Context: an optimization exercise on an open-source flow, tuned for small area. The choices shown serve that exercise and are no tape-out recipe. Only simulation tests tie the RTL to the original design; equivalence was not proved. No activity file was given, so power comes from the tool's default toggle rates.

--- design.v ---
`timescale 1ns / 1ps
module CurrentSensor(input clk1,
input rst,
input KS_Circuit_out,
input KS_Circuit_outer,
	input btn,
	input indusensor,
	input indie,
	input turner,
	input superturner,
	input indusoff,
   output IN_1,
	output IN_2,
	output IN_3,
	output IN_4,
	output reg rotation,
	output reg tune
	);
	reg  temp_IN1;
	reg  temp_IN2;
	reg  temp_IN3;
	reg  temp_IN4;
	reg  [15:0] x;
	reg  flag;
	reg  jaja;
	reg  [17:0] jeje;
	reg  flaga;
	reg  figi;
	reg  [9:0] counter;
	reg  [15:0] conte;
	localparam [15:0] X_0 = 16'h0001, X_50000 = 16'h7b11;
	localparam [17:0] J_0 = 18'h00001, J_1 = 18'h00002, J_250000 = 18'h16385;
	localparam [9:0]  C_0 = 10'h001, C_1000 = 10'h3ac;
	localparam [15:0] K_0 = 16'h0001, K_45000 = 16'h38c2;
	wire [15:0] x_inc     = {x[14:0], x[15]^x[14]^x[12]^x[3]};
	wire [17:0] jeje_inc  = {jeje[16:0], jeje[17]^jeje[10]};
	wire [9:0]  cnt_inc   = {counter[8:0], counter[9]^counter[6]};
	wire [15:0] conte_inc = {conte[14:0], conte[15]^conte[14]^conte[12]^conte[3]};
  assign IN_2=temp_IN2;
  assign IN_1=temp_IN1;
  assign IN_3=temp_IN3;
  assign IN_4=temp_IN4;
always @ (posedge clk1)
if (rst) begin
	x<=X_0;
	flag<=0;
	flaga<=0;
	jaja<=0;
	jeje<=J_0;
	figi<=0;
	temp_IN1<=0;
	temp_IN2<=0;
	temp_IN3<=0;
	temp_IN4<=1;
	conte<=K_0;
	rotation<=0;
	tune<=0;
	counter<=C_0;
end else begin
	if (!KS_Circuit_out && !KS_Circuit_outer)
		flag<=0;
	else if (conte==K_45000) begin
		flag<=1;
		conte<=K_0;
	end else begin
		flag<=0;
		conte<=conte_inc;
	end
	if (!indusensor && !indie)
		figi<=0;
	else if (counter==C_1000) begin
		counter<=C_0;
		figi<=!indusoff;
	end else begin
		figi<=0;
		counter<=cnt_inc;
	end
	if (figi) begin
		jaja<=1;
		jeje<=J_1;
	end else if (!jaja)
		jeje<=J_0;
	if (!jaja) begin
		if (flag) begin
			if (x!=X_50000) begin
				temp_IN1<=1;
				temp_IN2<=1;
				temp_IN4<=1;
				temp_IN3<=1;
				x<=x_inc;
				flag<=1;
			end
		end else begin
			x<=X_0;
			if (!turner) begin
				temp_IN1<=1;
				temp_IN2<=0;
				temp_IN4<=1;
				temp_IN3<=0;
				tune<=0;
			end else if (!superturner) begin
				temp_IN1<=0;
				temp_IN2<=1;
				temp_IN4<=1;
				temp_IN3<=0;
			end else begin
				temp_IN1<=1;
				temp_IN2<=0;
				temp_IN4<=0;
				temp_IN3<=1;
			end
		end
	end else begin
		if (jeje==J_1)
			flaga<=1;
		else if (jeje==J_250000)
			flaga<=0;
		if (flaga) begin
			temp_IN1<=1;
			temp_IN2<=1;
			temp_IN4<=1;
			temp_IN3<=1;
			jeje<=jeje_inc;
		end else begin
			flaga<=1;
			jeje<=J_1;
		end
	end
	if (btn) begin
		jaja<=0;
		jeje<=J_0;
		tune<=1;
		rotation<=1;
	end else
		rotation<=0;
end
endmodule
`timescale 1ns / 1ps
module Frequency_Counter(
	input clk4,
	input rst,
	input freq,
	input freq1,
	input ang_a,
	input [4:0] ang_j,
	input rotation,
	output LED1,
	output LED2,
	output LED3,
	output LED4,
	output LED5,
	output LED6,
	output LED7,
	output LED8,
	output RED,
	output BLUE,
	output GREEN,
	output PWMout_L,
	output PWMout_R,
	output reg holder,
	output reg lock_a,
	output reg [4:0] lock_j,
	output reg turner,
	output reg superturner,
	output reg indusoff
	);
	reg tempLED1, tempLED2, tempLED3, tempLED4;
	reg tempLED5, tempLED6, tempLED7, tempLED8;
	reg currentvalue;
	reg prevalue;
	reg [15:0] count;
	reg flag;
	reg [2:0] count9, count10, count11, count12;
	reg [2:0] count99, count100, count110, count120;
	reg currentvalue1;
	reg prevalue1;
	reg [15:0] count1;
	reg flag1;
	reg [3:0] count9k, count10k, count11k, count12k;
	reg [2:0] count99k, count100k, count110k, count120k;
	reg [3:0] ref_cnt;
	reg [16:0] refer;       
	localparam [16:0] RF_TOP = 17'h00001, RF_0 = 17'h1f979;
	wire [16:0] refer_dec = {refer[15:0], refer[16]^refer[13]};
	reg [1:0] wsel;
	reg tempPWM_L;
	reg tempPWM_R;
	reg [15:0] counter;
	reg flaga;
	reg [17:0] delay;       
	reg stopfreq;
	reg stopfreq1;
	reg [4:0] timer;
	reg speedo;
	reg [2:0] countRED;
	reg [2:0] countBLUE;
	reg [2:0] countGREEN;
	reg tempRED;
	reg tempBLUE;
	reg tempGREEN;
	reg [17:0] countLED;    
	localparam [17:0] CL_TOP = 18'h00001, CL_0 = 18'h16385;
	wire [17:0] countLED_dec = {countLED[16:0], countLED[17]^countLED[10]};
	reg [8:0] spot;
	assign LED1=tempLED1;
	assign LED2=tempLED2;
	assign LED3=tempLED3;
	assign LED4=tempLED4;
	assign LED5=tempLED5;
	assign LED6=tempLED6;
	assign LED7=tempLED7;
	assign LED8=tempLED8;
	assign PWMout_L=tempPWM_L;
	assign PWMout_R=tempPWM_R;
	assign RED=tempRED;
	assign GREEN=tempGREEN;
	assign BLUE=tempBLUE;
	localparam [4:0] T_0=0, T_11111=1, T_22222=2, T_33333=3, T_44444=4,
		T_55556=5, T_66667=6, T_77778=7, T_88889=8, T_90000=9, T_95000=10,
		T_100000=11, T_110000=12, T_120000=13, T_130000=14, T_140000=15,
		T_150000=16, T_160000=17, T_180000=18;
	reg [17:0] tval;
	always @* begin
		case (timer)
			T_11111:  tval = 18'd11111;
			T_22222:  tval = 18'd22222;
			T_33333:  tval = 18'd33333;
			T_44444:  tval = 18'd44444;
			T_55556:  tval = 18'd55556;
			T_66667:  tval = 18'd66667;
			T_77778:  tval = 18'd77778;
			T_88889:  tval = 18'd88889;
			T_90000:  tval = 18'd90000;
			T_95000:  tval = 18'd95000;
			T_100000: tval = 18'd100000;
			T_110000: tval = 18'd110000;
			T_120000: tval = 18'd120000;
			T_130000: tval = 18'd130000;
			T_140000: tval = 18'd140000;
			T_150000: tval = 18'd150000;
			T_160000: tval = 18'd160000;
			T_180000: tval = 18'd180000;
			default:  tval = 18'd0;
		endcase
	end
	wire run = delay < tval;
	reg [4:0] cls;
	always @* begin
		if (ang_a) begin
			if (ang_j>=5'd3 && ang_j<=5'd21) cls = ang_j - 5'd3;
			else cls = 5'd31;
		end else begin
			if (ang_j<=5'd3) cls = 5'd0;
			else if (ang_j==5'd13) cls = 5'd9;
			else if (ang_j==5'd22) cls = 5'd18;
			else cls = 5'd31;
		end
	end
	reg [4:0] t1, t0;
	always @* begin
		case (cls)
			5'd0:  begin t1=T_90000;  t0=T_100000; end
			5'd1:  begin t1=T_90000;  t0=T_88889;  end
			5'd2:  begin t1=T_90000;  t0=T_77778;  end
			5'd3:  begin t1=T_120000; t0=T_66667;  end
			5'd4:  begin t1=T_130000; t0=T_55556;  end
			5'd5:  begin t1=T_140000; t0=T_44444;  end
			5'd6:  begin t1=T_150000; t0=T_33333;  end
			5'd7:  begin t1=T_160000; t0=T_22222;  end
			5'd8:  begin t1=T_180000; t0=T_11111;  end
			5'd9:  begin t1=T_180000; t0=T_90000;  end
			5'd10: begin t1=T_140000; t0=T_11111;  end
			5'd11: begin t1=T_130000; t0=T_22222;  end
			5'd12: begin t1=T_120000; t0=T_33333;  end
			5'd13: begin t1=T_110000; t0=T_44444;  end
			5'd14: begin t1=T_100000; t0=T_55556;  end
			5'd15: begin t1=T_95000;  t0=T_66667;  end
			5'd16: begin t1=T_90000;  t0=T_77778;  end
			5'd17: begin t1=T_90000;  t0=T_88889;  end
			default: begin t1=T_90000; t0=T_100000; end
		endcase
	end
	wire twoway = (cls<=5'd2) || (cls>=5'd16 && cls<=5'd18);
	wire hit1 = run && (timer==t1);
	wire hit0 = run && (timer==t0);
	wire act = tempLED5 | tempLED6 | tempLED7 | tempLED8 | flaga;
	always @ (posedge clk4)
	if (rst) begin
		wsel<=0;
		tempPWM_L<=0;
		tempPWM_R<=0;
		tempLED1<=0;
		tempLED2<=0;
		tempLED3<=0;
		tempLED4<=0;
		tempLED5<=0;
		tempLED6<=0;
		tempLED7<=0;
		tempLED8<=0;
		currentvalue<=0;
		prevalue<=0;
		count<=0;
		flag<=1;
		flaga<=0;
		ref_cnt<=0;
		refer<=RF_0;
		count9<=0;
		count10<=0;
		count11<=0;
		count12<=0;
		count99<=0;
		count100<=0;
		count110<=0;
		count120<=0;
		currentvalue1<=0;
		prevalue1<=0;
		count1<=0;
		flag1<=1;
		count9k<=0;
		count10k<=0;
		count11k<=0;
		count12k<=0;
		count99k<=0;
		count100k<=0;
		count110k<=0;
		count120k<=0;
		delay<=0;
		counter<=0;
		stopfreq<=0;
		stopfreq1<=0;
		lock_a<=0;
		lock_j<=0;
		speedo<=0;
		timer<=T_0;
		countRED<=0;
		countBLUE<=0;
		countGREEN<=0;
		countLED<=CL_0;
		tempRED<=0;
		tempGREEN<=0;
		tempBLUE<=0;
		spot<=0;
		holder<=0;
		turner<=0;
		superturner<=0;
		indusoff<=0;
	end else begin
		currentvalue <= freq & ~stopfreq;
		if (freq1)
			currentvalue1 <= ~stopfreq1;
		else if (!freq)
			currentvalue1 <= 0;
		prevalue <= currentvalue;
		flag <= ~(prevalue & ~currentvalue);
		if (!flag) begin
			count <= 0;
			if (count>16'd5559) begin
				{tempLED1,tempLED2,tempLED3,tempLED4} <= 4'b0000;
			end else if (count>16'd5552) begin
				{tempLED1,tempLED2,tempLED3,tempLED4} <= 4'b1000;
				count9<=count9+1'b1;
			end else if (count>16'd5003) begin
				{tempLED1,tempLED2,tempLED3,tempLED4} <= 4'b0000;
			end else if (count>16'd4998) begin
				{tempLED1,tempLED2,tempLED3,tempLED4} <= 4'b1100;
				count10<=count10+1'b1;
			end else if (count>16'd4548) begin
				{tempLED1,tempLED2,tempLED3,tempLED4} <= 4'b0000;
			end else if (count>16'd4543) begin
				{tempLED1,tempLED2,tempLED3,tempLED4} <= 4'b1110;
				count11<=count11+1'b1;
			end else if (count>16'd4168) begin
				{tempLED1,tempLED2,tempLED3,tempLED4} <= 4'b0000;
			end else if (count>16'd3845) begin
				{tempLED1,tempLED2,tempLED3,tempLED4} <= 4'b1111;
				count12<=count12+1'b1;
			end else begin
				{tempLED1,tempLED2,tempLED3,tempLED4} <= 4'b0000;
			end
		end else
			count <= count+1'b1;
		if (count9==3'd4) begin
			count99<=count99+1'b1;
			count9<=0;
			ref_cnt<=ref_cnt+1'b1;
		end else if (count10==3'd4) begin
			count100<=count100+1'b1;
			count10<=0;
			ref_cnt<=ref_cnt+1'b1;
		end else if (count11==3'd4) begin
			count110<=count110+1'b1;
			count11<=0;
			ref_cnt<=ref_cnt+1'b1;
		end else if (count12==3'd4) begin
			count120<=count120+1'b1;
			count12<=0;
			ref_cnt<=ref_cnt+1'b1;
		end
		if (ref_cnt==4'd5) begin
			refer<=RF_TOP;
			ref_cnt<=0;
		end
		if (refer!=RF_0) begin
			refer<=refer_dec;
			if ((count99>count100)&&(count99>count110)&&(count99>count120)) begin
				tempLED5<=1;
				speedo<=0;
				countBLUE<=countBLUE+1'b1;
				spot<=spot+1'b1;
			end else if ((count100>count99)&&(count100>count110)&&(count100>count120)) begin
				tempLED6<=1;
				speedo<=0;
				countRED<=countRED+1'b1;
				spot<=spot+1'b1;
			end else if ((count110>count99)&&(count110>count100)&&(count110>count120)) begin
				tempLED7<=1;
				speedo<=0;
				countGREEN<=countGREEN+1'b1;
				spot<=spot+1'b1;
			end else if ((count120>count99)&&(count120>count110)&&(count120>count100)) begin
				tempLED8<=1;
				speedo<=0;
			end else if ((count99k>count100k)&&(count99k>count110k)&&(count99k>count120k)) begin
				speedo<=1;
				tempLED5<=1;
			end else if ((count100k>count99k)&&(count100k>count110k)&&(count100k>count120k)) begin
				tempLED6<=1;
				speedo<=1;
			end else if ((count110k>count99k)&&(count110k>count100k)&&(count110k>count120k)) begin
				tempLED7<=1;
				speedo<=1;
			end else if ((count120k>count99k)&&(count120k>count110k)&&(count120k>count100k)) begin
				tempLED8<=1;
				speedo<=1;
			end
		end else begin
			count99<=0;
			count100<=0;
			count110<=0;
			count120<=0;
			count99k<=0;
			count100k<=0;
			count110k<=0;
			count120k<=0;
			tempLED5<=0;
			tempLED6<=0;
			tempLED7<=0;
			tempLED8<=0;
		end
		prevalue1 <= currentvalue1;
		flag1 <= ~(prevalue1 & ~currentvalue1);
		if (!currentvalue1 && !prevalue1)
			count1 <= 0;
		if (!flag1) begin
			if (count1>16'd5559) begin
				{tempLED1,tempLED2,tempLED3,tempLED4} <= 4'b0000;
				count <= 0;
			end else if (count1>16'd5552) begin
				{tempLED1,tempLED2,tempLED3,tempLED4} <= 4'b1000;
				count1<=0;
				count9k<=count9k+1'b1;
			end else if (count1>16'd5003) begin
				{tempLED1,tempLED2,tempLED3,tempLED4} <= 4'b0000;
				count1<=0;
			end else if (count1>16'd4998) begin
				{tempLED1,tempLED2,tempLED3,tempLED4} <= 4'b1100;
				count1<=0;
				count10k<=count10k+1'b1;
			end else if (count1>16'd4548) begin
				{tempLED1,tempLED2,tempLED3,tempLED4} <= 4'b0000;
				count1<=0;
			end else if (count1>16'd4543) begin
				{tempLED1,tempLED2,tempLED3,tempLED4} <= 4'b1110;
				count1<=0;
				count11k<=count11k+1'b1;
			end else if (count1>16'd4168) begin
				{tempLED1,tempLED2,tempLED3,tempLED4} <= 4'b0000;
				count1<=0;
			end else if (count1>16'd3845) begin
				{tempLED1,tempLED2,tempLED3,tempLED4} <= 4'b1111;
				count1<=0;
				count12k<=count12k+1'b1;
			end else begin
				{tempLED1,tempLED2,tempLED3,tempLED4} <= 4'b0000;
				count1<=0;
			end
		end else
			count1 <= count1+1'b1;
		if (count9k==4'd10) begin
			count99k<=count99k+1'b1;
			count9k<=0;
			ref_cnt<=ref_cnt+1'b1;
		end else if (count10k==4'd10) begin
			count100k<=count100k+1'b1;
			count10k<=0;
			ref_cnt<=ref_cnt+1'b1;
		end else if (count11k==4'd10) begin
			count110k<=count110k+1'b1;
			count11k<=0;
			ref_cnt<=ref_cnt+1'b1;
		end else if (count12k==4'd10) begin
			count120k<=count120k+1'b1;
			count12k<=0;
			ref_cnt<=ref_cnt+1'b1;
		end
		if (rotation) begin
			tempLED5<=1;
			speedo<=1;
			delay<=0;
		end
		flaga<=act;
		holder<=act;
		stopfreq<=act;
		stopfreq1<=act;
		counter<=counter+1'b1;
		case (wsel)
			2'd1: begin tempPWM_L <= counter<16'd50000; tempPWM_R <= counter<16'd63000; end
			2'd2: begin tempPWM_L <= counter<16'd63000; tempPWM_R <= counter<16'd50000; end
			2'd3: begin tempPWM_L <= counter<16'd36000; tempPWM_R <= counter<16'd36000; end
			default: begin tempPWM_L <= 0; tempPWM_R <= 0; end
		endcase
		if (flaga) begin
			if (cls!=5'd31) begin
				timer <= speedo ? t1 : t0;
				if (!run) begin
					delay<=0;
					flaga<=0;
					stopfreq<=0;
					stopfreq1<=0;
					turner<=0;
					superturner<=0;
					if (cls==5'd9) begin
						holder<=0;
						indusoff<=0;
					end else begin
						holder<=1;
						lock_a<=1;
						lock_j<=5'd12;
					end
				end else if (!twoway && cls!=5'd9) begin
					delay<=delay+1'b1;
					flaga<=1;
					holder<=1;
					stopfreq<=1;
					stopfreq1<=1;
					lock_a<=ang_a;
					lock_j<=ang_j;
					turner<=1;
					if (cls<=5'd8) begin
						wsel<=2'd2;
						superturner<=1;
					end else begin
						wsel<=2'd1;
						superturner<=0;
					end
				end else if (hit1 || hit0) begin
					delay<=delay+1'b1;
					flaga<=1;
					holder<=1;
					stopfreq1<=1;
					lock_a<=ang_a;
					lock_j<=ang_j;
					stopfreq<=1;
					case (cls)
						5'd9: if (hit1) begin
							wsel<=2'd1; turner<=1; superturner<=1; indusoff<=1;
						end else begin
							wsel<=2'd3; turner<=0; superturner<=0; stopfreq<=0;
						end
						5'd16: if (hit1) begin
							wsel<=2'd2; turner<=1; superturner<=1;
						end else begin
							wsel<=2'd1; turner<=1; superturner<=0;
						end
						5'd17: if (hit1) begin
							wsel<=2'd2; turner<=1; superturner<=0;
						end else begin
							wsel<=2'd1; turner<=1; superturner<=1;
						end
						5'd18: if (hit1) begin
							wsel<=2'd2;
						end else begin
							wsel<=2'd1; turner<=1; superturner<=0;
						end
						default: if (hit1) begin    
							wsel<=2'd1; turner<=1; superturner<=0;
						end else begin
							wsel<=2'd2; turner<=1; superturner<=1;
						end
					endcase
				end
			end
		end else begin
			holder<=0;
			wsel<=0;
			turner<=0;
			superturner<=0;
		end
		if (spot==9'd100)
			countLED<=CL_TOP;
		if (countLED!=CL_0) begin
			countLED<=countLED_dec;
			if ((countRED>countGREEN)&&(countRED>countBLUE)) begin
				tempRED<=1;
				tempGREEN<=0;
				tempBLUE<=0;
			end else if ((countBLUE>countRED)&&(countBLUE>countGREEN)) begin
				tempRED<=0;
				tempGREEN<=0;
				tempBLUE<=1;
			end else if ((countGREEN>countRED)&&(countGREEN>countBLUE)) begin
				tempRED<=0;
				tempGREEN<=1;
				tempBLUE<=0;
			end
		end else if (count==0) begin
			tempRED<=0;
			tempGREEN<=0;
			tempBLUE<=0;
			countRED<=0;
			countGREEN<=0;
			countBLUE<=0;
			spot<=0;
		end
	end
endmodule
`timescale 1ns / 1ps
module Servo_Motor_PWM(
input clk3,
input rst,
input holder,
input tune,
input lock_a,
input [4:0] lock_j,
output PWM_servo,
output reg ang_a,
output reg [4:0] ang_j
	 );
	reg [7:0] cnt_m;    
	reg [12:0] cnt_r;   
	reg r_lo;
	reg PWM;
	reg [14:0] val;     
	localparam [12:0] R_0 = 13'h0001, R_406 = 13'h0bb3, R_5665 = 13'h0eec, R_5777 = 13'h128d;
	localparam [14:0] V_0 = 15'h0001, V_30000 = 15'h2fd5;
	wire [12:0] r_inc = {cnt_r[11:0], cnt_r[12]^cnt_r[3]^cnt_r[2]^cnt_r[0]};
	wire [14:0] v_inc = {val[13:0], val[14]^val[13]};
	reg flag;
	assign PWM_servo = PWM;
	always @ (posedge clk3)
	if (rst) begin
		ang_a<=1;
		ang_j<=5'd3;
		val<=V_0;
		flag<=1;
		cnt_m<=0;
		cnt_r<=R_0;
		r_lo<=1;
		PWM<=0;
	end else begin
		if (cnt_m==8'd173 && cnt_r==R_406) begin
			cnt_m<=0;
			cnt_r<=R_0;
			r_lo<=1;
		end else if (cnt_r==R_5777) begin
			cnt_m<=cnt_m+1'b1;
			cnt_r<=R_0;
			r_lo<=1;
		end else begin
			cnt_r<=r_inc;
			if (cnt_r==R_5665)
				r_lo<=0;
		end
		if (ang_a ? (ang_j==5'd21) : (ang_j==5'd22))
			flag<=0;
		else if (ang_a ? (ang_j==5'd3) : (ang_j<=5'd3))
			flag<=1;
		if (holder || tune || val==V_30000)
			val<=V_0;
		else
			val<=v_inc;
		if (tune) begin
			ang_a<=1;
			ang_j<=5'd12;
		end else if (holder) begin
			ang_a<=lock_a;
			ang_j<=lock_j;
		end else if (val==V_30000) begin
			if (flag)
				ang_j<=ang_j+1'b1;
			else begin
				ang_a<=1;
				ang_j<=5'd3;
			end
		end
		PWM <= (cnt_m < {3'b000, ang_j}) ||
		       (ang_a && cnt_m == {3'b000, ang_j} && r_lo);
	end
endmodule
`timescale 1ns / 1ps
module Motor(
	input clk,
	input rst,
	input KS_Circuit_out1,
	input KS_Circuit_out2,
	input btn3,
	input freq1,
	input freq,
	input indus,
	input indie,
	output PWM_out_L,
	output PWM_out_R,
	output GREEN,
	output RED,
	output BLUE,
	output IN1,
	output IN2,
	output IN3,
	output IN4,
	output servo,
	output LD1,
	output LD2,
	output LD3,
	output LD4,
	output LD5,
	output LD6,
	output LD7,
	output LD8
	);
wire ang_a;
wire [4:0] ang_j;
wire hold;
wire lock_a;
wire [4:0] lock_j;
wire turner;
wire superturner;
wire rotation;
wire indusoff;
wire tune;
CurrentSensor inst(.clk1(clk), .rst(rst), .KS_Circuit_out(KS_Circuit_out1), .KS_Circuit_outer(KS_Circuit_out2), .btn(btn3), .indusensor(indus), .indie(indie), .turner(turner), .superturner(superturner), .indusoff(indusoff), .IN_1(IN1), .IN_2(IN2), .IN_3(IN3), .IN_4(IN4), .rotation(rotation), .tune(tune));
Servo_Motor_PWM inst2(.clk3(clk), .rst(rst), .holder(hold), .tune(tune), .lock_a(lock_a), .lock_j(lock_j), .PWM_servo(servo), .ang_a(ang_a), .ang_j(ang_j));
Frequency_Counter inst3(.clk4(clk), .rst(rst), .freq(freq), .freq1(freq1), .ang_a(ang_a), .ang_j(ang_j), .rotation(rotation), .LED1(LD1), .LED2(LD2), .LED3(LD3), .LED4(LD4), .LED5(LD5), .LED6(LD6), .LED7(LD7), .LED8(LD8), .RED(RED), .BLUE(BLUE), .GREEN(GREEN), .PWMout_L(PWM_out_L), .PWMout_R(PWM_out_R), .holder(hold), .lock_a(lock_a), .lock_j(lock_j), .turner(turner), .superturner(superturner), .indusoff(indusoff));
endmodule
--- flow/run.sh ---
#!/bin/bash
# The standard layout (standard.sh: standard synthesis, floorplan, place,
# CTS, route, finish), with only the clock tree synthesis arguments changed:
# clkbuf_8 buffers, sink clusters of at most 20 flip-flops within 60 um, and
# no dummy loads. make's full output goes to make_finish.log; ORFS keeps each
# step's own log under orfs/logs/.
set -euo pipefail
bash standard.sh "CTS_ARGS=-sink_clustering_enable -repair_clock_nets -dont_use_dummy_load -buf_list sky130_fd_sc_hd__clkbuf_8 -sink_clustering_size 20 -sink_clustering_max_diameter 60" finish > make_finish.log 2>&1
--- standard.sh ---
#!/bin/bash
# synth_recipe.tcl (not shown) runs the flow's synth.tcl, then flattens the netlist and writes it again
# the make line also repeats each setting of config.mk as NAME=value (left out here)
make -C /OpenROAD-flow-scripts/flow DESIGN_CONFIG=/design/flow/config.mk WORK_HOME=/design/flow/orfs CLKGATE_MAP_FILE= SYNTH_SCRIPT=/design/flow/synth_recipe.tcl "${@:-finish}"
--- config.mk ---
export PLATFORM = sky130hd
export DESIGN_NAME = Motor
export DESIGN_NICKNAME = Motor
export VERILOG_FILES = /design/flow/design.v
export SDC_FILE = /design/flow/constraint.sdc
export NUM_CORES = 4
export LEC_CHECK = 0
export CAP_MARGIN = 20
export CORE_MARGIN = 2
export CORE_UTILIZATION = 40
export SLEW_MARGIN = 20
--- constraint.sdc ---
create_clock -name core_clock -period 10.0 [get_ports {clk}]
set_input_delay 2.0000 -clock core_clock [delete_from_list [all_inputs] [get_ports {clk}]]
set_output_delay 2.0000 -clock core_clock [all_outputs]
set_load 0.01 [all_outputs]
==> key figures, run 1 <==
Placed design
  – IO buf count: 26
  – Placed cell count: 2,688
  – Post-DP HPWL: 29,790 µm
  – GPL Wtd Cong: 0.8817

Logic synthesis
  – Mapped Area: 18,000 µm²
  – Ys Warns: 3
  – Synthesized area per cell: 8.305 µm²
  – Seq/Total Area, Yosys: 0.3860
  – Synthesized flop and latch total: 347
  – Area share of the largest cell type after synthesis: 0.3860
  – Syn_nets: 2,304
  – Primary FF master, synth: dfxtp_1
  – Post-synth EDFFs: 0
  – Share of flip-flops with an asynchronous set or reset: 0
  – Synth area leaders: dfxtp_1, ha_1, nor2_1, nand2_1, a21oi_1
  – Area leader, netlist: dfxtp_1
  – Synth cell types: 94
  – Post-Synthesis Cells: 2,167

Setup path
  – Reg-to-reg startpoint: inst2.ang_j[1]
  – Max Fanout on Critical Path: 18
  – Worst-case reg-to-reg path depth: 15
  – Critical Path AT: 5.87 ns
  – Critical path class: register to register
  – Worst path required time: 10.55 ns
  – Worst Setup Start Kind: register
  – Crit path from: inst2.ang_j[1]
  – CP Capture Type: register

Layout
  – Post-Layout Cell Count: 2,718
  – End-of-flow core utilization: 0.4301
  – Final nets: 2,265
  – Layout cells sized above 1: 0.04468
  – Ant. Diodes: 0
  – Area Growth Syn to Fin: 5.917%
  – Most frequent cells in the layout: dfxtp_1, nor2_1, nand2_1
  – Most common cell after layout, fill and taps aside: dfxtp_1

Floorplan
  – Die Y: 216.1 µm
  – CORE AREA: 44,320 µm²
  – I/O pin cnt: 27
  – Row count: 77
  – DIE WIDTH: 216.1 µm
  – Initial core utilization: 0.4061
  – Total die area: 46,700 µm²

Power and ir drop
  – Clock power frac: 0.266
  – Total leakage power: 0.007098 µW
  – Sw Ratio: 0.2998
  – PwrDens: 140.4 nW/µm²
  – P_int: 1874 µW
  – Combinational share of power: 0.180
  – Psw: 802.5 µW
  – Max rail drop VDD: 0.00007944 V
  – Sequential share of power: 0.554

STA
  – Final hold vios: 0
  – Skew final: 0.07659 ns
  – Least-Margin Pin Slew: 1.083 ns
  – Final Cycle Share: 0.5322
  – Min Clock Period, post-route: 5.322 ns
  – Fin Setup TNS: 0 ns
  – Slew Limit Headroom: 0.2755
  – Endpoints failing setup: 0
  – RSZ-0062 raised after global routing: no
  – Max-slew violations: 0
  – Fmax achieved: 0.1879 GHz

Global routing
  – Initial antenna violation count: 0
  – Pin count of the biggest net entering global routing: 84
  – Vias in the first global route: 14,441
  – First-pass GRT wire length: 71,230 µm
  – Total grt overflow: 0
  – Overall routing resource usage: 0.1791

Detailed routing
  – Vias per Instance: 5.528
  – 1st-pass router iterations: 5
  – Initial drt markers: 1,137
  – WL final: 42,100 µm
  – Drt wl/cell: 15.49 µm
  – Drc violations: 0
  – Antenna Nets Post-Route: 0
  – Vias post-DR: 15,024

CTS
  – Root buf cell: clkbuf_8
  – H-tree depth: 1
  – CTS Buf Count: 30
  – CTS tree: built
  – Num Clock Sinks: 347
  – Worst-Skew Late Latency: 0.64 ns
  – CTS Hold Bufs: 0
  – CTS resizes: 0
  – Post-CTS setup buffer count: 0
  – CTS max path bufs: 3
  – Clock transition at the registers of the reported paths: 0.12 ns

Run
  – MaxCap Viol Count: 0

Min path
  – Worst hold path type: register to register
  – Hold depth: 1
  – Hold Path Origin: inst3.stopfreq

Status
  – Status: complete, no violations
registers in the layout, summed over array words and instances, names as in the netlist, 8 cells and up:
| name | flops |
|---|---|
| inst2.cnt_m | 8 |
| inst.jeje | 18 |
| inst3.tval | 18 |
| inst2.val | 15 |
| inst3.counter | 16 |
| inst.x | 16 |
| inst3.countLED | 18 |
| inst.conte | 16 |
| inst.counter | 10 |
| inst2.cnt_r | 13 |
| inst3.delay | 18 |
| inst3.count1 | 16 |
| inst3.spot | 9 |
| inst3.refer | 17 |
| inst3.count | 16 |
per-layer routing:
layer	global-route usage	routed length [µm]	vias up
li1	-	-	7560
met1	0.2484	20560	7132
met2	0.2933	18950	277
met3	0.02161	1704	55
met4	0.05023	879	0
met5	0	0	-
power groups by stage:
stage | Clock [µW] | Combinational, µW | Sequential [µW]
detailed placement | 0 | 473 | 1510
global placement | 0 | 470 | 1510
finish | 712 | 482 | 1480
global route | 803 | 532 | 1490
floorplan | 0 | 368 | 1490
CTS | 752 | 476 | 1480
synthesized netlist by cell type (7+ instances only):
| cell | instances |
|---|---|
| and3_1 | 43 |
| a22oi_1 | 22 |
| and2_1 | 35 |
| ha_1 | 128 |
| or3_1 | 21 |
| nor2_1 | 228 |
| inv_1 | 108 |
| nand3b_1 | 14 |
| nand3_1 | 77 |
| a21oi_1 | 120 |
| o21ai_0 | 105 |
| nor2b_1 | 31 |
| o22ai_1 | 13 |
| a21o_1 | 28 |
| buf_1 | 7 |
| nand4_1 | 32 |
| xor2_1 | 46 |
| dfxtp_1 | 347 |
| nor4b_1 | 15 |
| and4_1 | 8 |
| a41oi_1 | 8 |
| nand2b_1 | 23 |
| nand2_1 | 219 |
| a211oi_1 | 19 |
| or4_1 | 8 |
| clkbuf_1 | 86 |
| o211ai_1 | 28 |
| buf_2 | 8 |
| nor3_1 | 61 |
| a31oi_1 | 19 |
| xnor2_1 | 46 |
| or2_2 | 24 |
| o21a_1 | 10 |
| mux2i_1 | 22 |
| nor4_1 | 25 |
| a311oi_1 | 10 |
kinds of logic (layout without fill, tap and decap cells):
group | count (synthesis) | in the layout | share of synthesized area
multiplexers | 27 | 27 | 0.01550
AO/OA/AOI/OAI | 462 | 462 | 0.1690
buffers and inverters | 216 | 175 | 0.04665
flip-flops | 347 | 347 | 0.3860
adder cells (fa/ha/maj) | 128 | 128 | 0.08899
AND/OR/NAND/NOR | 895 | 895 | 0.2490
XOR/XNOR | 92 | 92 | 0.04478
metrics by stage:
step / total power, µW / hold WS (ns) / instance area [µm²] / setup slack (ns)
3_5_place_dp: 1987 / 0.3574 / 18640 / 4.797
6_report: 2677 / 0.3914 / 19060 / 4.678
4_1_cts: 2711 / 0.3964 / 19050 / 4.720
5_1_grt: 2826 / 0.4158 / 19060 / 4.235
3_3_place_gp: 1984 / 0.3535 / 18640 / 4.929
2_1_floorplan: 1860 / 0.3434 / 18000 / 5.913
critical path, stage by stage, from the launching register on:
cell and delay, ns:
dfxtp_1 0.58, inv_1 0.16, ha_1 0.25, nor2b_1 0.28, a21oi_1 0.18, o2111a_1 0.30, nor2_1 0.41, inv_1 0.22
ha_1 0.34, and4_4 0.19, or4_1 0.40, a222oi_1 0.51, nand3_1 0.29, o211ai_2 0.38, nand2_1 0.37, o221a_2 0.36
cell type report:
| type | count | area (µm²) |
|---|---|---|
| fillers | 4451 | 25260 |
| multi-input cells | 1604 | 10220 |
| flip-flops and latches | 347 | 6948 |
| well taps | 592 | 740.7 |
| clock buffers | 30 | 412.9 |
| inverters | 110 | 412.9 |
| repair buffers | 35 | 329.1 |
final timing paths:
check / slack (ns) / endpoint
min: 0.39 / inst3.currentvalue
min reg2reg: 0.39 / inst3.currentvalue
max reg2reg: 4.68 / inst3.lock_j[2]
max: 4.68 / inst3.lock_j[2]
==> inputs of run 2 (changes only) <==
--- a/design.v
+++ b/design.v
@@ -189,6 +189,7 @@
 	reg flaga;
-	reg [17:0] delay;       
+	reg [5:0] dly_q;        
+	reg [12:0] dly_r;       
 	reg stopfreq;
 	reg stopfreq1;
-	reg [4:0] timer;
+	reg [5:0] timer;
 	reg speedo;
@@ -217,31 +218,18 @@
 	assign BLUE=tempBLUE;
-	localparam [4:0] T_0=0, T_11111=1, T_22222=2, T_33333=3, T_44444=4,
-		T_55556=5, T_66667=6, T_77778=7, T_88889=8, T_90000=9, T_95000=10,
-		T_100000=11, T_110000=12, T_120000=13, T_130000=14, T_140000=15,
-		T_150000=16, T_160000=17, T_180000=18;
-	reg [17:0] tval;
+	localparam [5:0] T_0=0, T_11111=2, T_22222=4, T_33333=6, T_44444=8, T_55556=11, T_66667=13, T_77778=15, T_88889=17, T_90000=18, T_95000=19, T_100000=20, T_110000=22, T_120000=24, T_130000=26, T_140000=28, T_150000=30, T_160000=32, T_180000=36;
+	reg rlt;
 	always @* begin
 		case (timer)
-			T_11111:  tval = 18'd11111;
-			T_22222:  tval = 18'd22222;
-			T_33333:  tval = 18'd33333;
-			T_44444:  tval = 18'd44444;
-			T_55556:  tval = 18'd55556;
-			T_66667:  tval = 18'd66667;
-			T_77778:  tval = 18'd77778;
-			T_88889:  tval = 18'd88889;
-			T_90000:  tval = 18'd90000;
-			T_95000:  tval = 18'd95000;
-			T_100000: tval = 18'd100000;
-			T_110000: tval = 18'd110000;
-			T_120000: tval = 18'd120000;
-			T_130000: tval = 18'd130000;
-			T_140000: tval = 18'd140000;
-			T_150000: tval = 18'd150000;
-			T_160000: tval = 18'd160000;
-			T_180000: tval = 18'd180000;
-			default:  tval = 18'd0;
+			T_11111: rlt = (dly_r < 13'd1111);
+			T_22222: rlt = (dly_r < 13'd2222);
+			T_33333: rlt = (dly_r < 13'd3333);
+			T_44444: rlt = (dly_r < 13'd4444);
+			T_55556: rlt = (dly_r < 13'd556);
+			T_66667: rlt = (dly_r < 13'd1667);
+			T_77778: rlt = (dly_r < 13'd2778);
+			T_88889: rlt = (dly_r < 13'd3889);
+			default: rlt = 1'b0;
 		endcase
 	end
-	wire run = delay < tval;
+	wire run = (dly_q < timer) || (dly_q == timer && rlt);
 	reg [4:0] cls;
@@ -258,3 +246,3 @@
 	end
-	reg [4:0] t1, t0;
+	reg [5:0] t1, t0;
 	always @* begin
@@ -326,3 +314,3 @@
 		count120k<=0;
-		delay<=0;
+		begin dly_q<=0; dly_r<=0; end
 		counter<=0;
@@ -508,3 +496,3 @@
 			speedo<=1;
-			delay<=0;
+			begin dly_q<=0; dly_r<=0; end
 		end
@@ -525,3 +513,3 @@
 				if (!run) begin
-					delay<=0;
+					begin dly_q<=0; dly_r<=0; end
 					flaga<=0;
@@ -540,3 +528,3 @@
 				end else if (!twoway && cls!=5'd9) begin
-					delay<=delay+1'b1;
+					begin if (dly_r==13'd4999) begin dly_q<=dly_q+1'b1; dly_r<=0; end else begin dly_q<=dly_q; dly_r<=dly_r+1'b1; end end
 					flaga<=1;
@@ -556,3 +544,3 @@
 				end else if (hit1 || hit0) begin
-					delay<=delay+1'b1;
+					begin if (dly_r==13'd4999) begin dly_q<=dly_q+1'b1; dly_r<=0; end else begin dly_q<=dly_q; dly_r<=dly_r+1'b1; end end
 					flaga<=1;
==> key figures, run 2 <==
Status
  – Status: complete, no violations

Layout
  – Final nets: 2,209
  – Largest registers: inst.jeje: 18 flops, inst3.countLED: 18 flops, inst3.refer: 17 flops
  – Most frequent cells in the layout: dfxtp_1, nor2_1, nand2_1
  – # fillers: 4,376
  – Layout cells sized above 1: 0.04801
  – Most common cell after layout, fill and taps aside: dfxtp_1
  – Area Growth Syn to Fin: 6.323%
  – Ant. Diodes: 0

Setup path
  – Worst-case reg-to-reg path depth: 15
  – Reg-to-reg startpoint: inst2.ang_j[0]
  – CP Capture Type: register
  – Max Fanout on Critical Path: 21
  – Worst r2r dst: inst3.dly_q[2]
  – Worst path required time: 10.48 ns
  – Critical path class: register to register
  – CP Capture Point: inst3.dly_q[2]
  – Worst reg2reg setup slack: 4.75 ns
  – Crit path from: inst2.ang_j[0]
  – Worst Setup Start Kind: register
  – Critical Path AT: 5.74 ns

STA
  – Fmax achieved: 0.1903 GHz
  – Endpoints failing setup: 0
  – Skew final: 0.08815 ns
  – Max-slew violations: 0
  – Final Cycle Share: 0.5254
  – Min Hold Slack: 0.3978 ns
  – Fin Setup TNS: 0 ns
  – Min Clock Period, post-route: 5.254 ns
  – RSZ-0062 raised after global routing: no
  – Slew Limit Headroom: 0.3013
  – Final hold vios: 0
  – Least-Margin Pin Slew: 1.044 ns

Detailed routing
  – WL final: 41,430 µm
  – Drt wl/cell: 15.53 µm
  – Vias post-DR: 14,682
  – Antenna Nets Post-Route: 0
  – Drc violations: 0
  – Vias per Instance: 5.503
  – Initial drt markers: 1,047
  – 1st-pass router iterations: 5

Logic synthesis
  – Ys Warns: 3
  – Syn_nets: 2,244
  – Post-synth top cells: dfxtp_1, nor2_1, nand2_1, a21oi_1, ha_1
  – Synthesized area per cell: 8.326 µm²
  – Primary FF master, synth: dfxtp_1
  – Share of flip-flops with an asynchronous set or reset: 0
  – Synthesized flop and latch total: 331
  – Mapped Area: 17,650 µm²
  – Post-Synthesis Cells: 2,120
  – Area share of the largest cell type after synthesis: 0.3754
  – Post-synth EDFFs: 0
  – Most frequent cell after synthesis: dfxtp_1
  – Synth area leaders: dfxtp_1, ha_1, nor2_1, nand2_1, a21oi_1
  – Area leader, netlist: dfxtp_1
  – Seq/Total Area, Yosys: 0.3754
  – Synth cell types: 103

Floorplan
  – DIE WIDTH: 214.1 µm
  – CORE AREA: 43,360 µm²
  – Row count: 76
  – Total die area: 45,820 µm²
  – Initial core utilization: 0.4071
  – Die Y: 214.1 µm
  – I/O pin cnt: 27

Min path
  – Hold Path Origin: inst3.prevalue
  – Worst hold path type: register to register

Placed design
  – Post-DP HPWL: 29,100 µm
  – GPL Wtd Cong: 0.8750
  – IO buf count: 26

CTS
  – CTS max path bufs: 3
  – CTS resizes: 0
  – Num Clock Sinks: 331
  – CTS Buf Count: 36
  – CTS Hold Bufs: 0
  – H-tree depth: 2
  – CTS tree: built
  – Post-CTS setup buffer count: 0
  – Worst-Skew Late Latency: 0.62 ns
  – Root buf cell: clkbuf_8
  – Clock transition at the registers of the reported paths: 0.11 ns

Global routing
  – Vias in the first global route: 13,918
  – First-pass GRT wire length: 69,550 µm
  – Pin count of the biggest net entering global routing: 60
  – Total grt overflow: 0
  – Overall routing resource usage: 0.1787
  – Initial antenna violation count: 0

Run
  – MaxCap Viol Count: 0

Power and ir drop
  – PwrDens: 140.8 nW/µm²
  – Max rail drop VDD: 0.00006657 V
  – Total leakage power: 0.006974 µW
[run 2: stage by stage]
| stage | power, µW | area (µm²) | setup WS (ns) | util | instances |
|---|---|---|---|---|---|
| global route | 2780 | 18770 | 4.381 | 0.4328 | 2668 |
| global placement | 1888 | 18260 | 4.867 | 0.4211 | 2632 |
| CTS | 2675 | 18760 | 4.773 | 0.4326 | 2668 |
| finish | 2642 | 18770 | 4.746 | 0.4328 | 2668 |
| floorplan | 1777 | 17650 | 5.926 | - | 2120 |
| detailed placement | 1889 | 18260 | 4.799 | 0.4212 | 2632 |
[run 2: critical path: stages (launching register included)]
cell and delay (ns):
dfxtp_1 0.48, ha_1 0.45, or4_4 0.51, o21ai_1 0.23, a211oi_1 0.09, or2_2 0.42, inv_1 0.18, ha_1 0.41
a21oi_1 0.07, o32ai_1 0.27, a22oi_1 0.16, xnor2_1 0.38, nand4_4 0.26, o21a_1 0.51, or4_1 0.57, a31oi_1 0.16
[run 2: layout make-up]
class                      count  area (µm²)  area share
clock buffer                  36       495.5     0.02640
inverter                      98       367.9     0.01960
multi-input combinational   1580       10190      0.5432
sequential                   331        6626      0.3531
tap                          585       732.0     0.03900
timing repair buffer          38       351.6     0.01873
[run 2: power breakdown]
part           total, µW  switching (µW)  internal, µW  leakage, µW
Clock                774             453           321     0.000259
Sequential          1400            45.8          1350      0.00269
Combinational        472             304           168      0.00403
[run 2: how the worst min path moves through the flow]
stage / endpoint / slack (ns) / cells past startpoint
detailed placement: inst3.flag / 0.36 / 1
CTS: inst3.flag / 0.41 / 1
floorplan: inst3.flag / 0.34 / 1
global route: inst3.flag / 0.42 / 1
global placement: inst3.flag / 0.35 / 1
finish: inst3.flag / 0.40 / 1
[run 2: cells by family (layout without fill, tap and decap cells)]
family	after synthesis	after routing	synth area share
compound gates	420	420	0.1628
flops	331	331	0.3754
xor+xnor	96	96	0.04764
buf+inv	209	172	0.04785
simple gates	916	916	0.2655
mux	33	33	0.01928
fa+ha+maj	115	115	0.08152
[run 2: layer usage]
metal / GRT usage / routed length, µm / vias to the layer above
li1: - / - / 7395
met1: 0.2460 / 20110 / 6887
met3: 0.03433 / 1980 / 84
met2: 0.2807 / 18260 / 316
met4: 0.05972 / 1086 / 0
met5: 0 / 0 / -
==> inputs of run 3 (changes only) <==
==> flow/run.sh (replaced) <==
#!/bin/bash
# The standard layout (standard.sh: standard synthesis, floorplan, place,
# CTS, route, finish) with two arguments changed: the port buffers are buf_1
# cells, and clock tree synthesis uses clkbuf_8 buffers, sink clusters of at
# most 20 flip-flops within 60 um, and no dummy loads. make's full output goes
# to make_finish.log; ORFS keeps each step's own log under orfs/logs/.
set -euo pipefail
bash standard.sh \
  "BUFFER_PORTS_ARGS=-buffer_cell sky130_fd_sc_hd__buf_1" \
  "CTS_ARGS=-sink_clustering_enable -repair_clock_nets -dont_use_dummy_load -buf_list sky130_fd_sc_hd__clkbuf_8 -sink_clustering_size 20 -sink_clustering_max_diameter 60" \
  finish > make_finish.log 2>&1
==> key figures, run 3 <==
Global routing
  – Vias in the first global route: 14,071
  – Global routing usage on met1: 0.2469
  – Pin count of the biggest net entering global routing: 62
  – Initial antenna violation count: 0
  – Overall routing resource usage: 0.1767
  – Global Route met2 Usage: 0.2909
  – First-pass GRT wire length: 70,060 µm
  – Total grt overflow: 0
  – Busiest grt layer: met2
  – Routing usage on met3: 0.01816

Logic synthesis
  – Share of flip-flops with an asynchronous set or reset: 0
  – Primary FF master, synth: dfxtp_1
  – Syn_nets: 2,244
  – Synth cell types: 103
  – Area leader, netlist: dfxtp_1
  – Synth area leaders: dfxtp_1, ha_1, nor2_1, nand2_1, a21oi_1
  – Post-synth EDFFs: 0
  – Most frequent cell after synthesis: dfxtp_1
  – Synthesized area per cell: 8.326 µm²
  – Ys Warns: 3
  – Seq/Total Area, Yosys: 0.3754
  – Synthesized flop and latch total: 331
  – Area share of the largest cell type after synthesis: 0.3754
  – Post-Synthesis Cells: 2,120
  – Mapped Area: 17,650 µm²
  – Post-synth top cells: dfxtp_1, nor2_1, nand2_1, a21oi_1, ha_1

Placed design
  – GPL Wtd Cong: 0.8835
  – Post-DP HPWL: 29,710 µm
  – Placed cell count: 2,632
  – Post-Place Cell Area: 18,100 µm²
  – IO buf count: 26

Detailed routing
  – Vias per Instance: 5.545
  – WL final: 41,450 µm
  – 1st-pass router iterations: 6
  – Vias post-DR: 14,762
  – Antenna Nets Post-Route: 0
  – Drc violations: 0
  – Drt wl/cell: 15.57 µm
  – Initial drt markers: 1,001

STA
  – RSZ-0062 raised after global routing: no
  – Min Clock Period, post-route: 5.364 ns
  – Endpoints failing setup: 0
  – Final Cycle Share: 0.5364
  – Max-slew violations: 0
  – Min Hold Slack: 0.4001 ns
  – Fin Setup TNS: 0 ns
  – Fmax achieved: 0.1864 GHz
  – Final hold vios: 0
  – Slew Limit Headroom: 0.3043
  – Skew final: 0.07794 ns
  – Least-Margin Pin Slew: 1.040 ns

CTS
  – CTS tree: built
  – CTS Hold Bufs: 0
  – Clock transition at the registers of the reported paths: 0.12 ns
  – CTS resizes: 0
  – Post-CTS setup buffer count: 0
  – Root buf cell: clkbuf_8
  – CTS Buf Count: 30
  – Num Clock Sinks: 331
  – H-tree depth: 1
  – CTS max path bufs: 3
  – Worst-Skew Late Latency: 0.64 ns

Setup path
  – CP Capture Type: register
  – Critical path class: register to register
  – Worst Setup Start Kind: register
  – Worst path required time: 10.49 ns
  – Critical Path AT: 5.85 ns
  – Max Fanout on Critical Path: 21

Layout
  – Largest registers: inst.jeje: 18 flops, inst3.countLED: 18 flops, inst3.refer: 17 flops
  – Post-Layout Cell Count: 2,662
  – Area Growth Syn to Fin: 4.948%
  – End-of-flow core utilization: 0.4272
  – Layout cells sized above 1: 0.04526
  – Final nets: 2,203
  – Most frequent cells in the layout: dfxtp_1, nor2_1, nand2_1
  – Most common cell after layout, fill and taps aside: dfxtp_1
  – Final instance area: 18,520 µm²
  – Ant. Diodes: 0

Floorplan
  – Total die area: 45,820 µm²
  – Row count: 76
  – CORE AREA: 43,360 µm²
  – Die Y: 214.1 µm
  – DIE WIDTH: 214.1 µm
  – I/O pin cnt: 27
  – Initial core utilization: 0.4071

Min path
  – Worst hold path type: register to register

Power and ir drop
  – Total leakage power: 0.006868 µW
  – PwrDens: 137.9 nW/µm²
  – Max rail drop VDD: 0.00008474 V

Run
  – MaxCap Viol Count: 0

Status
  – Status: complete, no violations
[run 3: routing by layer]
layer	vias up	share of wire	wire, µm
met5	-	0	0
li1	7399	-	-
met4	0	0.019	806
met3	63	0.040	1670
met2	298	0.46	18910
met1	7002	0.48	20060
[run 3: kinds of logic (layout without fill, tap and decap cells)]
logic type                 count (synthesis)  in the layout  share of synthesized area
AOI/OAI and AO/OA                        420            420                     0.1628
xor gates and xnor gates                  96             96                    0.04764
adders and majority gates                115            115                    0.08152
buffers and inverters                    209            166                    0.04785
DFF                                      331            331                     0.3754
muxes                                     33             33                    0.01928
and+or+nand+nor                          916            916                     0.2655
[run 3: final timing paths]
check                 start                 end  slack, ns  depth (start not counted)
max          inst2.ang_j[1]      inst3.dly_q[2]       4.64                         15
min          inst3.stopfreq  inst3.currentvalue       0.40                          1
max reg2reg  inst2.ang_j[1]      inst3.dly_q[2]       4.64                         15
min reg2reg  inst3.stopfreq  inst3.currentvalue       0.40                          1
[run 3: through the flow]
step	power, µW	worst slack [ns]
global route	2681	4.299
global placement	1887	4.847
floorplan	1777	5.926
detailed placement	1888	4.734
finish	2555	4.636
CTS	2582	4.664
[run 3: area by class of cell]
type	count	area (µm²)
tap	585	732.0
multi-input combinational	1580	10190
fill	4400	24840
timing repair buffer	38	191.4
inverter	98	367.9
clock buffer	30	412.9
sequential	331	6626
[run 3: worst max-delay path: stages (launching register included)]
cell	delay, ns
dfxtp_1	0.48
ha_1	0.42
or4_4	0.51
o21ai_1	0.21
a211oi_1	0.09
or2_2	0.42
inv_1	0.20
ha_1	0.44
a21oi_1	0.08
o32ai_1	0.31
a22oi_1	0.18
xnor2_1	0.35
nand4_4	0.26
o21a_1	0.52
or4_1	0.57
a31oi_1	0.16
[run 3: report_power, final]
group,internal [µW],switching [µW]
Sequential,1350,46.4
Clock,266,423
Combinational,164,306
Total,1780,775
==> inputs of run 4 (changes only) <==
--- a/flow/run.sh
+++ b/flow/run.sh
@@ -10,2 +10,3 @@
   "CTS_ARGS=-sink_clustering_enable -repair_clock_nets -dont_use_dummy_load -buf_list sky130_fd_sc_hd__clkbuf_8 -sink_clustering_size 20 -sink_clustering_max_diameter 60" \
+  "RECOVER_POWER=100" \
   finish > make_finish.log 2>&1
==> key figures, run 4 <==
Power and ir drop
  – Psw: 769.1 µW
  – Clock power frac: 0.271
  – Max rail drop VDD: 0.00008483 V
  – Combinational share of power: 0.181
  – Tot Pwr: 2545 µW
  – Sw Ratio: 0.3022
  – Sequential share of power: 0.549
  – P_int: 1776 µW
  – Total leakage power: 0.006824 µW
  – PwrDens: 137.8 nW/µm²

Detailed routing
  – Vias per Instance: 5.550
  – Initial drt markers: 930
  – Antenna Nets Post-Route: 0
  – WL final: 41,400 µm
  – 1st-pass router iterations: 5
  – Drt wl/cell: 15.55 µm
  – Vias post-DR: 14,774
  – Drc violations: 0

Logic synthesis
  – Seq/Total Area, Yosys: 0.3754
  – Synthesized flop and latch total: 331
  – Share of flip-flops with an asynchronous set or reset: 0
  – Post-synth top cells: dfxtp_1, nor2_1, nand2_1, a21oi_1, ha_1
  – Syn_nets: 2,244
  – Area leader, netlist: dfxtp_1
  – Synth cell types: 103
  – Mapped Area: 17,650 µm²
  – Post-Synthesis Cells: 2,120
  – Post-synth EDFFs: 0
  – Area share of the largest cell type after synthesis: 0.3754
  – Primary FF master, synth: dfxtp_1
  – Ys Warns: 3
  – Synthesized area per cell: 8.326 µm²
  – Most frequent cell after synthesis: dfxtp_1
  – Synth area leaders: dfxtp_1, ha_1, nor2_1, nand2_1, a21oi_1

STA
  – Final hold vios: 0
  – Fin Setup TNS: 0 ns
  – Slew Limit Headroom: -1.040
  – Max-slew violations: 170
  – Least-Margin Pin Slew: 3.060 ns
  – Final Cycle Share: 0.6957
  – RSZ-0062 raised after global routing: no
  – Min Clock Period, post-route: 6.957 ns
  – Endpoints failing setup: 0
  – Fmax achieved: 0.1437 GHz
  – Skew final: 0.07806 ns

CTS
  – H-tree depth: 1
  – CTS Hold Bufs: 0
  – Root buf cell: clkbuf_8
  – Num Clock Sinks: 331
  – CTS max path bufs: 3
  – CTS Buf Count: 30
  – Clock transition at the registers of the reported paths: 0.12 ns
  – CTS tree: built
  – CTS resizes: 0
  – Post-CTS setup buffer count: 0
  – Worst-Skew Late Latency: 0.64 ns

Floorplan
  – Die Y: 214.1 µm
  – Row count: 76
  – DIE WIDTH: 214.1 µm
  – I/O pin cnt: 27
  – CORE AREA: 43,360 µm²
  – Total die area: 45,820 µm²
  – Initial core utilization: 0.4071

Layout
  – Layout cells sized above 1: 0.03996
  – Most common cell after layout, fill and taps aside: dfxtp_1
  – Final nets: 2,203
  – Area occupied by multi-input gates: 10,160 µm²
  – Area Growth Syn to Fin: 4.657%
  – Flip-flop and latch area: 6626 µm²
  – Most frequent cells in the layout: dfxtp_1, nor2_1, nand2_1
  – Ant. Diodes: 0
  – # fillers: 4,404
  – Largest registers: inst.jeje: 18 flops, inst3.countLED: 18 flops, inst3.refer: 17 flops

Run
  – MaxCap Viol Count: 3

Setup path
  – Worst path required time: 10.49 ns
  – Worst Setup Start Kind: input port
  – Critical path class: input port to register
  – Worst-case reg-to-reg path depth: 13
  – Critical Path AT: 7.45 ns
  – CP Capture Type: register
  – Max Fanout on Critical Path: 61

Min path
  – Worst hold path type: register to register
  – Hold depth: 1

Global routing
  – Overall routing resource usage: 0.1767
  – Vias in the first global route: 14,071
  – Total grt overflow: 0
  – Pin count of the biggest net entering global routing: 62
  – First-pass GRT wire length: 70,060 µm
  – Initial antenna violation count: 0

Placed design
  – GPL Wtd Cong: 0.8835
  – Post-DP HPWL: 29,710 µm
  – IO buf count: 26

Status
  – Status: complete, but fails checks
  – Fail Reasons: max-capacitance violations, max-slew violations
-- run 4: changes by cell type in the layout (fill, tap and decap cells not counted), moves of 2 or more --
cell,previous run,this run
and2_1,36,15
o21ai_1,6,4
clkbuf_1,0,5
o21ai_0,74,76
buf_4,12,8
and2_0,0,21
-- run 4: kinds of logic after synthesis --
family	after synthesis	synth area share
buf+inv	209	0.04785
mux	33	0.01928
fa+ha+maj	115	0.08152
compound gates	420	0.1628
flops	331	0.3754
xor+xnor	96	0.04764
simple gates	916	0.2655
-- run 4: final timing paths --
| check | start | endpoint | slack (ns) |
|---|---|---|---|
| max | rst | inst2.val[13] | 3.04 |
| min | inst3.stopfreq | inst3.currentvalue | 0.40 |
| max reg2reg | inst2.ang_j[1] | inst3.dly_q[4] | 3.77 |
| min reg2reg | inst3.stopfreq | inst3.currentvalue | 0.40 |
-- run 4: power groups by stage --
stage | Clock (µW) | Sequential (µW) | Combinational [µW]
2_1_floorplan | 0 | 1400 | 379
3_3_place_gp | 0 | 1420 | 463
3_5_place_dp | 0 | 1430 | 463
4_1_cts | 721 | 1400 | 465
5_1_grt | 765 | 1400 | 504
6_report | 689 | 1400 | 460
-- run 4: per-stage QoR --
| step | cells | worst slack, ns | hold slack [ns] | utilization | area (µm²) |
|---|---|---|---|---|---|
| after floorplan | 2120 | 5.926 | 0.3434 | - | 17650 |
| after global placement | 2632 | 4.847 | 0.3825 | 0.4174 | 18100 |
| after detailed placement | 2632 | 4.734 | 0.3871 | 0.4174 | 18100 |
| after CTS | 2662 | 4.664 | 0.4049 | 0.4269 | 18510 |
| after global routing | 2662 | 2.502 | 0.4161 | 0.4260 | 18470 |
| final | 2662 | 3.043 | 0.4012 | 0.4260 | 18470 |
-- run 4: routing by layer --
metal	part of all wire	global-route usage	vias up
li1	-	-	7401
met1	0.48	0.2469	7015
met2	0.46	0.2909	296
met3	0.043	0.01816	62
met4	0.019	0.04676	0
met5	0	0	-
-- run 4: final cells by class --
cell class / instances / share of cell area
Inverter: 98 / 0.01991
Clock buffer: 30 / 0.02235
Sequential cell: 331 / 0.3587
Tap cell: 585 / 0.03962
Timing Repair Buffer: 38 / 0.009347
Multi-Input combinational cell: 1580 / 0.5501
-- run 4: worst max-delay path, stage by stage --
cell and delay, ns:
clkbuf_1 2.09, clkbuf_1 2.01, nor2_1 0.77, and3_1 0.45
==> inputs of run 5 (changes only) <==
--- a/design.v
+++ b/design.v
@@ -179,3 +179,3 @@
 	reg [3:0] count9k, count10k, count11k, count12k;
-	reg [2:0] count99k, count100k, count110k, count120k;
+	reg [1:0] count99k, count100k, count110k, count120k;
 	reg [3:0] ref_cnt;
--- a/flow/run.sh
+++ b/flow/run.sh
@@ -10,3 +10,2 @@
   "CTS_ARGS=-sink_clustering_enable -repair_clock_nets -dont_use_dummy_load -buf_list sky130_fd_sc_hd__clkbuf_8 -sink_clustering_size 20 -sink_clustering_max_diameter 60" \
-  "RECOVER_POWER=100" \
   finish > make_finish.log 2>&1
==> key figures, run 5 <==
Global routing
  – Overall routing resource usage: 0.1771
  – Vias in the first global route: 13,504
  – Total grt overflow: 0
  – Initial antenna violation count: 0
  – Pin count of the biggest net entering global routing: 60
  – First-pass GRT wire length: 66,550 µm

Setup path
  – Delay-heaviest family, CP: compound AO/OA/AOI/OAI gates
  – Worst Setup Start Kind: register
  – Critical path class: register to register
  – Worst path required time: 10.55 ns
  – Critical Path AT: 5.96 ns
  – CP Cell Sequence: ha_1, or3_1, o211ai_1, a31oi_1, ha_1, o221a_2, a211oi_2, or3_1, a2111o_1, o41a_1, a21oi_1, o21ai_0, a31oi_1
  – Max Fanout on Critical Path: 11
  – CP max stage delay: 0.82 ns
  – CP Capture Type: register
  – Buf/Inv on CP: 0
  – Highest-delay cell along the critical path: a21oi_1
  – Worst reg2reg setup slack: 4.59 ns

Floorplan
  – Initial core utilization: 0.4059
  – I/O pin cnt: 27
  – Die Y: 210.3 µm
  – CORE AREA: 41,950 µm²
  – Row count: 75
  – DIE WIDTH: 210.3 µm
  – Total die area: 44,230 µm²

Logic synthesis
  – Post-synth EDFFs: 0
  – Synthesized flop and latch total: 327
  – Seq/Total Area, Yosys: 0.3845
  – Area leader, netlist: dfxtp_1
  – Post-Synthesis Cells: 2,065
  – Synth area leaders: dfxtp_1, ha_1, nor2_1, nand2_1, a21oi_1
  – Synthesized area per cell: 8.246 µm²
  – Ys Warns: 3
  – Most frequent cell after synthesis: dfxtp_1
  – Syn_nets: 2,179
  – Area share of the largest cell type after synthesis: 0.3845
  – Post-synth top cells: dfxtp_1, nor2_1, nand2_1, a21oi_1, ha_1
  – Share of flip-flops with an asynchronous set or reset: 0
  – Primary FF master, synth: dfxtp_1
  – Synth cell types: 93
  – Mapped Area: 17,030 µm²

Run
  – MaxCap Viol Count: 0

Power and ir drop
  – Total leakage power: 0.006526 µW
  – Sequential share of power: 0.560
  – Sw Ratio: 0.2898
  – Combinational share of power: 0.156
  – P_int: 1734 µW
  – Psw: 707.6 µW
  – PwrDens: 136.5 nW/µm²
  – Clock power frac: 0.284
  – Max rail drop VDD: 0.00008468 V

Detailed routing
  – Vias per Instance: 5.565
  – Drt wl/cell: 15.40 µm
  – Initial drt markers: 991
  – WL final: 39,540 µm
  – Vias post-DR: 14,285
  – Drc violations: 0
  – 1st-pass router iterations: 7
  – Antenna Nets Post-Route: 0

STA
  – Fin Setup TNS: 0 ns
  – RSZ-0062 raised after global routing: no
  – Final Cycle Share: 0.5414
  – Slew Limit Headroom: 0.3279
  – Max-slew violations: 0
  – Min Hold Slack: 0.3535 ns
  – Min Clock Period, post-route: 5.414 ns
  – Least-Margin Pin Slew: 1.001 ns
  – Skew final: 0.06357 ns
  – Fmax achieved: 0.1847 GHz
  – Endpoints failing setup: 0
  – Final hold vios: 0

CTS
  – CTS Hold Bufs: 0
  – Root buf cell: clkbuf_8
  – H-tree depth: 1
  – Worst-Skew Late Latency: 0.65 ns
  – CTS max path bufs: 3
  – CTS tree: built
  – CTS Buf Count: 30
  – Num Clock Sinks: 327
  – CTS resizes: 0
  – Clock transition at the registers of the reported paths: 0.10 ns
  – Post-CTS setup buffer count: 0

Min path
  – Worst hold path type: register to register

Layout
  – Area Growth Syn to Fin: 5.063%
  – Final nets: 2,143
  – Largest registers: inst.jeje: 18 flops, inst3.countLED: 18 flops, inst3.refer: 17 flops
  – Most common cell after layout, fill and taps aside: dfxtp_1
  – Most frequent cells in the layout: dfxtp_1, nor2_1, nand2_1
  – Layout cells sized above 1: 0.04144

Status
  – Status: complete, no violations

Placed design
  – Post-DP HPWL: 28,020 µm
  – GPL Wtd Cong: 0.8701
  – IO buf count: 26
==> run 5: cells by family (layout without fill, tap and decap cells) <==
kind of cell | after synthesis | count (layout) | synth area share
AOI/OAI and AO/OA | 416 | 416 | 0.1667
DFF | 327 | 327 | 0.3845
buffers and inverters | 198 | 160 | 0.04460
other | 0 | 1 | 0
muxes | 19 | 19 | 0.01132
and+or+nand+nor | 900 | 900 | 0.2643
adders and majority gates | 105 | 105 | 0.07715
xor gates and xnor gates | 100 | 100 | 0.05144
==> run 5: path summary, 6_finish.rpt <==
path | start | endpoint | cells past startpoint
setup / recovery | inst2.ang_j[0] | inst3.dly_r[6] | 13
hold / removal | inst3.stopfreq | inst3.currentvalue | 1
setup reg to reg | inst2.ang_j[0] | inst3.dly_r[6] | 13
hold reg to reg | inst3.stopfreq | inst3.currentvalue | 1
==> run 5: cell type report <==
cell class                      instances  area, µm²
Clock buffer                           30      412.9
Fill cell                            4163      24060
Inverter                               98      367.9
Tap cell                              539      674.4
Antenna cell                            1      2.502
Multi-Input combinational cell       1540       9739
Timing Repair Buffer                   32      146.4
Sequential cell                       327       6546
==> run 5: layer usage <==
| layer | part of all wire | GRT usage | vias to the layer above |
|---|---|---|---|
| met5 | 0 | 0 | - |
| met4 | 0.026 | 0.05062 | 0 |
| met3 | 0.039 | 0.02428 | 70 |
| met2 | 0.46 | 0.2938 | 248 |
| met1 | 0.48 | 0.2405 | 6758 |
| li1 | - | - | 7209 |
==> run 5: worst reg2reg max path, cell delays in order (launching register included) <==
cell,delay [ns]
dfxtp_1,0.61
ha_1,0.49
or3_1,0.21
o211ai_1,0.11
a31oi_1,0.64
ha_1,0.29
o221a_2,0.22
a211oi_2,0.09
or3_1,0.37
a2111o_1,0.49
o41a_1,0.51
a21oi_1,0.82
o21ai_0,0.25
a31oi_1,0.23
==> run 5: stage by stage <==
step	area [µm²]	utilization	total power, µW	setup slack (ns)	std cells
4_1_cts	17870	0.4261	2472	4.707	2566
6_report	17890	0.4265	2442	4.586	2567
3_5_place_dp	17460	0.4163	1770	4.748	2536
5_1_grt	17890	0.4264	2564	4.219	2566
2_1_floorplan	17030	-	1679	5.820	2065
3_3_place_gp	17460	0.4163	1771	4.837	2536
==> run 5: power by group through the flow <==
stage | combinational (µW) | sequential [µW] | clock [µW]
5_1_grt | 420 | 1370 | 771
2_1_floorplan | 301 | 1380 | 0
3_3_place_gp | 375 | 1400 | 0
6_report | 382 | 1370 | 693
3_5_place_dp | 373 | 1400 | 0
4_1_cts | 376 | 1370 | 728

[re-timing with driven ports]
The flow's constraints put no driver on any port. The routed layouts listed below were extracted and timed again, unchanged, in two steps.
Step 1 (the two cells are an assumption about what drives the block):
set clk [get_ports {clk}]
set_driving_cell -lib_cell sky130_fd_sc_hd__clkbuf_16 $clk
set_driving_cell -lib_cell sky130_fd_sc_hd__buf_2 [delete_from_list [all_inputs] $clk]
Step 2 times the ports against the registers' clock, not the clock port: input delays grow and output delays shrink by t, the midpoint of the rising clock arrivals with the driver on.
Three values: no drivers, after step 1, after step 2; two values: the first two.
run	t (ns)	slack for setup (ns)	worst setup path after step 2	worst register clock-pin slew, ns	pins driven straight from the clock port
run 1	0.660	4.678 / 4.678 / 4.678	register to register	0.12 / 0.12	1
run 2	0.623	4.746 / 4.746 / 4.746	register to register	0.11 / 0.11	1
run 3	0.652	4.636 / 4.636 / 4.636	register to register	0.12 / 0.12	1
run 4	0.651	3.043 / 3.037 / 2.386	input to register	0.12 / 0.12	1
run 5	0.661	4.586 / 4.586 / 4.586	register to register	0.11 / 0.11	1
The setup slack of run 4, which loses most, moves by -0.006 ns with the drivers and by -0.657 ns with both steps.
